Background: an optimization exercise with open tools, aiming at small area, a short achievable clock period and few clock cycles. Do not read the settings as production practice.
At most, simulation tests tie the RTL to the original design; equivalence was not proved.

## 04-28
// SQRT
module SQRT(
	RST,
	CLK,
	IN_VALID,
	IN,
	OUT_VALID,
	OUT
);
==> module SQRT, before the edit <==
module SQRT(
	RST,
	CLK,
	IN_VALID,
	IN,
	OUT_VALID,
	OUT
);
input CLK;
input RST;
input [15:0] IN;
input IN_VALID;
output [11:0] OUT;
output OUT_VALID;
reg [3:0] cnt;       
reg ovalid;
reg [13:0] r;        
reg [11:0] q;        
reg [9:0] x;         
assign OUT_VALID = ovalid;
assign OUT = q;
wire busy  = |cnt;
wire start = IN_VALID & ~busy;
wire last  = (cnt == 4'd10);
function [6:0] sqrt_first;
	input [5:0] v;
	reg [2:0] qq;
	reg [3:0] rr;
	reg [5:0] w;
	integer i;
	begin
		qq = 3'd0;
		rr = 4'd0;
		for (i = 2; i >= 0; i = i - 1) begin
			w = {rr, v[2*i+1], v[2*i]};
			if (w >= {1'b0, qq, 2'b01}) begin
				rr = w - {1'b0, qq, 2'b01};
				qq = {qq, 1'b1};
			end else begin
				rr = w[3:0];
				qq = {qq, 1'b0};
			end
		end
		sqrt_first = {qq, rr};
	end
endfunction
wire [6:0] first = sqrt_first(IN[15:10]);
wire        pos = ~r[13];
wire [15:0] a   = {r, x[9:8]};
wire [15:0] op  = {{2{pos}}, q ^ {12{pos}}, 2'b11};
wire [15:0] sum = a + op;
wire        nb  = ~sum[15];
wire [11:0] qinc = q + 12'd1;
always @(posedge CLK or posedge RST) begin
	if (RST) begin
		cnt <= 4'd0;
		ovalid <= 1'b0;
	end else begin
		cnt <= start ? 4'd1 : (last ? 4'd0 : cnt + {3'd0, busy});
		ovalid <= last;
	end
end
always @(posedge CLK) begin
	if (start) begin
		r <= {10'd0, first[3:0]};
		q <= {9'd0, first[6:4]};
		x <= IN[9:0];
	end else begin
		r <= sum[13:0];
		q <= last ? (nb ? qinc : q) : {q[10:0], nb};
		x <= {x[7:0], 2'b00};
	end
end
endmodule
Settings: LEC_CHECK=0, CAP_MARGIN=20, CORE_MARGIN=2, CORE_UTILIZATION=40, SETUP_SLACK_MARGIN=2.3, SLEW_MARGIN=20; clock period 5.0 ns.
standard.sh (not shown) runs the stock make flow with config.mk's settings and CLKGATE_MAP_FILE= SYNTH_SCRIPT=/design/flow/synth_recipe.tcl, a recipe that flattens the netlist after the stock synthesis.
==> flow/flow/run.sh <==
#!/bin/bash
set -euo pipefail
export BUFFER_PORTS_ARGS="-buffer_cell sky130_fd_sc_hd__buf_1"

bash standard.sh synth > standard_synth.log 2>&1

R=orfs/results/$FLOW_PLATFORM/SQRT/base
LIB=$FLOW_HOME/platforms/$FLOW_PLATFORM/lib/sky130_fd_sc_hd__tt_025C_1v80.lib
YOSYS=$(command -v yosys || echo $FLOW_HOME/../tools/install/yosys/bin/yosys)
cp $R/1_2_yosys.v standard_1_2_yosys.v

# sequential and tie cells stay as they are; everything else is re-mapped
SEQ=$(grep -o 'cell *( *"\?sky130_fd_sc_hd__[a-z0-9_]*' $LIB | grep -o 'sky130_fd_sc_hd__[a-z0-9_]*' \
      | grep -E '__(df|edf|sdf|sedf|dlx|dlr|dlclkp|sdlclkp|conb)' | tr '\n' ' ')
DU=$(grep -o 'sky130_fd_sc_hd__\(lpflow\|probe\)[a-z0-9_]*' $LIB | sort -u | sed 's/^/-dont_use /' | tr '\n' ' ')
cat > remap.ys <<EOT
read_liberty -ignore_miss_func $LIB
blackbox $SEQ
read_verilog standard_1_2_yosys.v
hierarchy -top $FLOW_TOP
flatten
rename -hide w:*.*
opt_clean
stat
abc -liberty $LIB -script flow/remap.abc $DU
splitnets
opt_clean -purge
hilomap -singleton -hicell sky130_fd_sc_hd__conb_1 HI -locell sky130_fd_sc_hd__conb_1 LO
insbuf -buf sky130_fd_sc_hd__buf_4 A X
stat -liberty $LIB
write_verilog -noattr -nohex -nodec remapped.v
EOT
$YOSYS -l remap.log remap.ys > /dev/null 2>&1
cp remapped.v $R/1_2_yosys.v

bash standard.sh > standard.log 2>&1
==> flow/flow/remap.abc <==
strash; dch; map -D 1600; topo; stime -c; buffer -c; upsize -c; dnsize -c; stime -c
Here is what was changed in the inputs of 01-01 compared with 04-28.
==> flow/design.v <==
module SQRT(
	RST,
	CLK,
	IN_VALID,
	IN,
	OUT_VALID,
	OUT
);
input CLK;
input RST;
input [15:0] IN;
input IN_VALID;
output [11:0] OUT;
output OUT_VALID;
reg [3:0] cnt;       
reg ovalid;
reg [13:0] r;        
reg [11:0] q;        
reg [11:0] x;        
reg rb;              
assign OUT_VALID = ovalid;
assign OUT = q;
wire busy  = |cnt;
wire start = IN_VALID & ~busy;
wire lastb = (cnt == 4'd11);    
wire rnd   = (cnt == 4'd12);    
function [4:0] sqrt_first;
	input [3:0] v;
	reg [1:0] qq;
	reg [2:0] rr;
	reg [4:0] w;
	integer i;
	begin
		qq = 2'd0;
		rr = 3'd0;
		for (i = 1; i >= 0; i = i - 1) begin
			w = {rr, v[2*i+1], v[2*i]};
			if (w >= {1'b0, qq, 2'b01}) begin
				rr = w - {1'b0, qq, 2'b01};
				qq = {qq, 1'b1};
			end else begin
				rr = w[2:0];
				qq = {qq, 1'b0};
			end
		end
		sqrt_first = {qq, rr};
	end
endfunction
wire [4:0] first = sqrt_first(IN[15:12]);
wire [1:0] q2 = first[4:3];
wire [2:0] r2 = first[2:0];
wire        pos = ~r[13];
wire [15:0] a   = {r, x[11:10]};
wire [15:0] op  = {{2{pos}}, q ^ {12{pos}}, 2'b11};
wire [15:0] sum = a + op;
wire        nb  = ~sum[15];
always @(posedge CLK or posedge RST) begin
	if (RST) begin
		cnt <= 4'd0;
		ovalid <= 1'b0;
	end else begin
		cnt <= start ? 4'd1 : (rnd ? 4'd0 : cnt + {3'd0, busy});
		ovalid <= rnd;
	end
end
always @(posedge CLK) begin
	if (start) begin
		r <= {11'd0, r2};
		q <= {10'd0, q2};
		x <= IN[11:0];
	end else begin
		r <= sum[13:0];
		q <= rnd ? q + {11'd0, rb} : (lastb ? q : {q[10:0], nb});
		x <= {x[9:0], 2'b00};
	end
	rb <= nb;
end
endmodule
Notes after the runs:
From 04-28 to 01-01 the numbers moved as follows: average routed wire per standard cell -about 5%; layout multi-input combinational cell count rose by 1; worst setup slack went up by 100 ps; sequential cell count shows an increase of about 7%; synthesized net count shows an increase of 12.
Sort 04-28 and 01-01 by post-route minimum period, ascending, and 01-01 comes first.
No run of this note included a check of the RTL's function; only the layout flow was run.

========
Starting RTL as in the previous note.
export LEC_CHECK = 0
export CAP_MARGIN = 20
export CORE_MARGIN = 2
export CORE_UTILIZATION = 40
export SETUP_SLACK_MARGIN = 2.3
export SLEW_MARGIN = 20
create_clock -name core_clock -period 5.0 [get_ports {CLK}]
==> flow/flow/run.sh <==
#!/bin/bash
set -o pipefail
export BUFFER_PORTS_ARGS="-buffer_cell sky130_fd_sc_hd__buf_1"
bash standard.sh > standard.log 2>&1
The first run produced a clean layout.
Edit:
==> flow/design.v (replaced) <==
module SQRT(
	RST,
	CLK,
	IN_VALID,
	IN,
	OUT_VALID,
	OUT
);
input CLK;
input RST;
input [15:0] IN;
input IN_VALID;
output [11:0] OUT;
output OUT_VALID;
reg [3:0] cnt;       
reg ovalid;
reg [13:0] r;        
reg [11:0] q;        
reg [11:0] x;        
reg rb;              
assign OUT_VALID = ovalid;
assign OUT = q;
wire busy  = |cnt;
wire start = IN_VALID & ~busy;
wire lastb = (cnt == 4'd11);    
wire rnd   = (cnt == 4'd12);    
function [4:0] sqrt_first;
	input [3:0] v;
	reg [1:0] qq;
	reg [2:0] rr;
	reg [4:0] w;
	integer i;
	begin
		qq = 2'd0;
		rr = 3'd0;
		for (i = 1; i >= 0; i = i - 1) begin
			w = {rr, v[2*i+1], v[2*i]};
			if (w >= {1'b0, qq, 2'b01}) begin
				rr = w - {1'b0, qq, 2'b01};
				qq = {qq, 1'b1};
			end else begin
				rr = w[2:0];
				qq = {qq, 1'b0};
			end
		end
		sqrt_first = {qq, rr};
	end
endfunction
wire [4:0] first = sqrt_first(IN[15:12]);
wire [1:0] q2 = first[4:3];
wire [2:0] r2 = first[2:0];
wire        pos = ~r[13];
wire [15:0] a   = {r, x[11:10]};
wire [15:0] op  = {{2{pos}}, q ^ {12{pos}}, 2'b11};
wire [15:0] sum = a + op;
wire        nb  = ~sum[15];
always @(posedge CLK or posedge RST) begin
	if (RST) begin
		cnt <= 4'd0;
		ovalid <= 1'b0;
	end else begin
		cnt <= start ? 4'd1 : (rnd ? 4'd0 : cnt + {3'd0, busy});
		ovalid <= rnd;
	end
end
always @(posedge CLK) begin
	if (start) begin
		r <= {11'd0, r2};
		q <= {10'd0, q2};
		x <= IN[11:0];
	end else begin
		r <= sum[13:0];
		q <= rnd ? q + {11'd0, rb} : (lastb ? q : {q[10:0], nb});
		x <= {x[9:0], 2'b00};
	end
	rb <= nb;
end
endmodule
Final area went down by 7.9%.
Non-clock buffer count went down by 23.
Die area went up by 3.0%.
Worst setup slack improved by 410 ps.
Cell count went up by 1.2%.
First-iteration DRC count went up by 73%.
Via count went up by 4.3%.
No run of this note included a check of the RTL's function; only the layout flow was run.

========
Another version of the RTL of SQRT (not shown whole).
For scale: roughly 600 cells after synthesis, about 3600 um^2 of cells after synthesis.
==> module SQRT, before the edit <==
module SQRT(
	RST,
	CLK,
	IN_VALID,
	IN,
	OUT_VALID,
	OUT
);
input CLK;
input RST;
input [15:0] IN;
input IN_VALID;
output [11:0] OUT;
output OUT_VALID;
reg [2:0] cnt;       
reg ovalid;
reg [13:0] c;
reg [11:0] q;        
assign OUT_VALID = ovalid;
assign OUT = q;
wire busy  = |cnt;
wire start = IN_VALID & ~busy;
wire last  = (cnt == 3'd5);
wire at3   = (cnt == 3'd1);    
wire at5   = (cnt == 3'd2);    
function [6:0] sqrt_first;
	input [5:0] v;
	reg [2:0] qq;
	reg [3:0] rr;
	reg [5:0] w;
	integer i;
	begin
		qq = 3'd0;
		rr = 4'd0;
		for (i = 2; i >= 0; i = i - 1) begin
			w = {rr, v[2*i+1], v[2*i]};
			if (w >= {1'b0, qq, 2'b01}) begin
				rr = w - {1'b0, qq, 2'b01};
				qq = {qq, 1'b1};
			end else begin
				rr = w[3:0];
				qq = {qq, 1'b0};
			end
		end
		sqrt_first = {qq, rr};
	end
endfunction
wire [6:0] first = sqrt_first(IN[15:10]);
wire [11:0] r  = {c[11:8] & {4{~(at3 | at5)}}, c[7:4] & {4{~at3}}, c[3:0]};
wire [3:0]  b  = {c[13:12], c[11:10] & {2{~last}}};
wire [15:0] w  = {r, b};
wire [16:0] s1 = {1'b0, w} - {2'b00, q[10:0], 3'b001};
wire [16:0] s2 = {1'b0, w} - {1'b0, q[10:0], 4'b0100};
wire [16:0] s3 = {1'b0, w} - ({1'b0, q[10:0], 4'b0000} + {2'b00, q[10:0], 3'b000} + 17'd9);
wire ge1 = ~s1[16];
wire ge2 = ~s2[16];
wire ge3 = ~s3[16];
wire [1:0] d = {ge2, ge3 | (ge1 & ~ge2)};
wire [11:0] rn = ge3 ? s3[11:0] : ge2 ? s2[11:0] : ge1 ? s1[11:0] : w[11:0];
wire [11:0] qa = {q[10:0], 1'b0};
wire [11:0] qb = {q[10:0], 1'b1};
wire [11:0] qc = {q[10:0] + 11'd1, 1'b0};
wire [11:0] qround = ge3 ? qc : ge1 ? qb : qa;
always @(posedge CLK or posedge RST) begin
	if (RST) begin
		cnt <= 3'd0;
		ovalid <= 1'b0;
	end else begin
		cnt <= start ? 3'd1 : (last ? 3'd0 : cnt + {2'd0, busy});
		ovalid <= last;
	end
end
always @(posedge CLK) begin
	if (start) begin
		c <= {IN[9:0], first[3:0]};
		q <= {9'd0, first[6:4]};
	end else begin
		c <= {c[9:8] & {2{at3 | at5}}, at3 ? c[7:4] : rn[11:8], rn[7:0]};
		q <= last ? qround : {q[9:0], d};
	end
end
endmodule
==> flow/config.mk <==
export PLATFORM = sky130hd
export DESIGN_NAME = SQRT
export DESIGN_NICKNAME = SQRT
export VERILOG_FILES = /design/flow/design.v
export SDC_FILE = /design/flow/constraint.sdc
export NUM_CORES = 4
export LEC_CHECK = 0
export CAP_MARGIN = 20
export CORE_MARGIN = 2
export CORE_UTILIZATION = 40
export SETUP_SLACK_MARGIN = 2.1
export SLEW_MARGIN = 20
==> flow/constraint.sdc <==
create_clock -name core_clock -period 5.0 [get_ports {CLK}]
set_input_delay 1.0000 -clock core_clock [delete_from_list [all_inputs] [get_ports {CLK}]]
set_output_delay 1.0000 -clock core_clock [all_outputs]
set_load 0.01 [all_outputs]
==> flow/flow/run.sh <==
#!/bin/bash
set -euo pipefail
export BUFFER_PORTS_ARGS="-buffer_cell sky130_fd_sc_hd__buf_1"

bash standard.sh synth > standard_synth.log 2>&1

R=orfs/results/$FLOW_PLATFORM/SQRT/base
LIB=$FLOW_HOME/platforms/$FLOW_PLATFORM/lib/sky130_fd_sc_hd__tt_025C_1v80.lib
YOSYS=$(command -v yosys || echo $FLOW_HOME/../tools/install/yosys/bin/yosys)
cp $R/1_2_yosys.v standard_1_2_yosys.v

# sequential and tie cells stay as they are; everything else is re-mapped
SEQ=$(grep -o 'cell *( *"\?sky130_fd_sc_hd__[a-z0-9_]*' $LIB | grep -o 'sky130_fd_sc_hd__[a-z0-9_]*' \
      | grep -E '__(df|edf|sdf|sedf|dlx|dlr|dlclkp|sdlclkp|conb)' | tr '\n' ' ')
DU=$(grep -o 'sky130_fd_sc_hd__\(lpflow\|probe\)[a-z0-9_]*' $LIB | sort -u | sed 's/^/-dont_use /' | tr '\n' ' ')
cat > remap.ys <<EOT
read_liberty -ignore_miss_func $LIB
blackbox $SEQ
read_verilog standard_1_2_yosys.v
hierarchy -top $FLOW_TOP
flatten
rename -hide w:*.*
opt_clean
stat
abc -liberty $LIB -script flow/remap.abc $DU
splitnets
opt_clean -purge
hilomap -singleton -hicell sky130_fd_sc_hd__conb_1 HI -locell sky130_fd_sc_hd__conb_1 LO
insbuf -buf sky130_fd_sc_hd__buf_4 A X
stat -liberty $LIB
write_verilog -noattr -nohex -nodec remapped.v
EOT
$YOSYS -l remap.log remap.ys > /dev/null 2>&1
cp remapped.v $R/1_2_yosys.v

bash standard.sh > standard.log 2>&1
==> flow/flow/remap.abc <==
strash; dch; map -D 1800; topo; stime -c; buffer -c; upsize -c; dnsize -c; stime -c
The starting point completed with no timing, DRC or antenna violations.
==> next run, changes <==
--- a/flow/design.v
+++ b/flow/design.v
@@ -13,17 +13,16 @@
 output [11:0] OUT;
 output OUT_VALID;
 reg [2:0] cnt;       
 reg ovalid;
-reg [13:0] c;
+reg [11:0] r;        
 reg [11:0] q;        
+reg [9:0] x;         
 assign OUT_VALID = ovalid;
 assign OUT = q;
 wire busy  = |cnt;
 wire start = IN_VALID & ~busy;
 wire last  = (cnt == 3'd5);
-wire at3   = (cnt == 3'd1);    
-wire at5   = (cnt == 3'd2);    
 function [6:0] sqrt_first;
 	input [5:0] v;
 	reg [2:0] qq;
 	reg [3:0] rr;
@@ -45,11 +44,9 @@
 		sqrt_first = {qq, rr};
 	end
 endfunction
 wire [6:0] first = sqrt_first(IN[15:10]);
-wire [11:0] r  = {c[11:8] & {4{~(at3 | at5)}}, c[7:4] & {4{~at3}}, c[3:0]};
-wire [3:0]  b  = {c[13:12], c[11:10] & {2{~last}}};
-wire [15:0] w  = {r, b};
+wire [15:0] w  = {r, x[9:6]};
 wire [16:0] s1 = {1'b0, w} - {2'b00, q[10:0], 3'b001};
 wire [16:0] s2 = {1'b0, w} - {1'b0, q[10:0], 4'b0100};
 wire [16:0] s3 = {1'b0, w} - ({1'b0, q[10:0], 4'b0000} + {2'b00, q[10:0], 3'b000} + 17'd9);
 wire ge1 = ~s1[16];
@@ -71,12 +68,14 @@
 	end
 end
 always @(posedge CLK) begin
 	if (start) begin
-		c <= {IN[9:0], first[3:0]};
+		r <= {8'd0, first[3:0]};
 		q <= {9'd0, first[6:4]};
+		x <= 10'd0 | ({IN[9:0]} << 0);
 	end else begin
-		c <= {c[9:8] & {2{at3 | at5}}, at3 ? c[7:4] : rn[11:8], rn[7:0]};
+		r <= rn;
 		q <= last ? qround : {q[9:0], d};
+		x <= x << 4;
 	end
 end
 endmodule
Synthesized area came out lower by 4.7%; hold slack loses 0.14 ns; first-iteration DRC count came out lower by 52%; register-to-register slack gains 0.19 ns; synthesized cell count came out lower by 8.3%; die area came out lower by 4.5%; wire length came out lower by 20%; design area came out lower by 11%; clock skew came out lower by 0.0043 ns.
Testbench counts after the change, summed over its fixed seeds: cycles 24,008.
The RTL of the first run of this note was laid out without a check of its function.

[separate check: timing with driven ports]
Ports are ideal in the flow. The routed layouts listed here were re-timed in OpenROAD. Step 1 sets driving cells, clkbuf_16 on the clock port and buf_2 on the other inputs (assumed; they add their load-dependent delay and slew). Step 2, shift: input delay + t, output delay - t, t = (earliest + latest rising clock arrival at the registers) / 2. This alone moves slack from input paths to output paths. Slacks: ideal / step 1 / step 2; pairs: ideal / step 1.
run | shift t [ns] | setup slack, ns | worst setup path at the end | slew at the worst register clock pin (ns) | worst data-port slew with drivers (ns)
04-28 | 0.322 | 2.504 / 2.504 / 2.224 | input to register | 0.08 / 0.08 | 0.03
01-01 | 0.325 | 2.606 / 2.606 / 2.606 | register to register | 0.09 / 0.09 | 0.03
the first run of note 2 | 0.326 | 2.242 / 2.223 / 1.897 | input to register | 0.09 / 0.09 | 0.06
the second run of note 2 | 0.324 | 2.649 / 2.649 / 2.340 | input to register | 0.09 / 0.09 | 0.03
the first run of note 3 | 0.312 | 2.101 / 2.101 / 2.050 | input to register | 0.07 / 0.07 | 0.03
the second run of note 3 | 0.316 | 2.272 / 2.279 / 1.964 | input to register | 0.08 / 0.08 | 0.03
After both steps setup and hold are still met in every run listed. The setup slack of the first run of note 2, which loses most, moves by -0.019 ns with the drivers and by -0.345 ns with both steps.
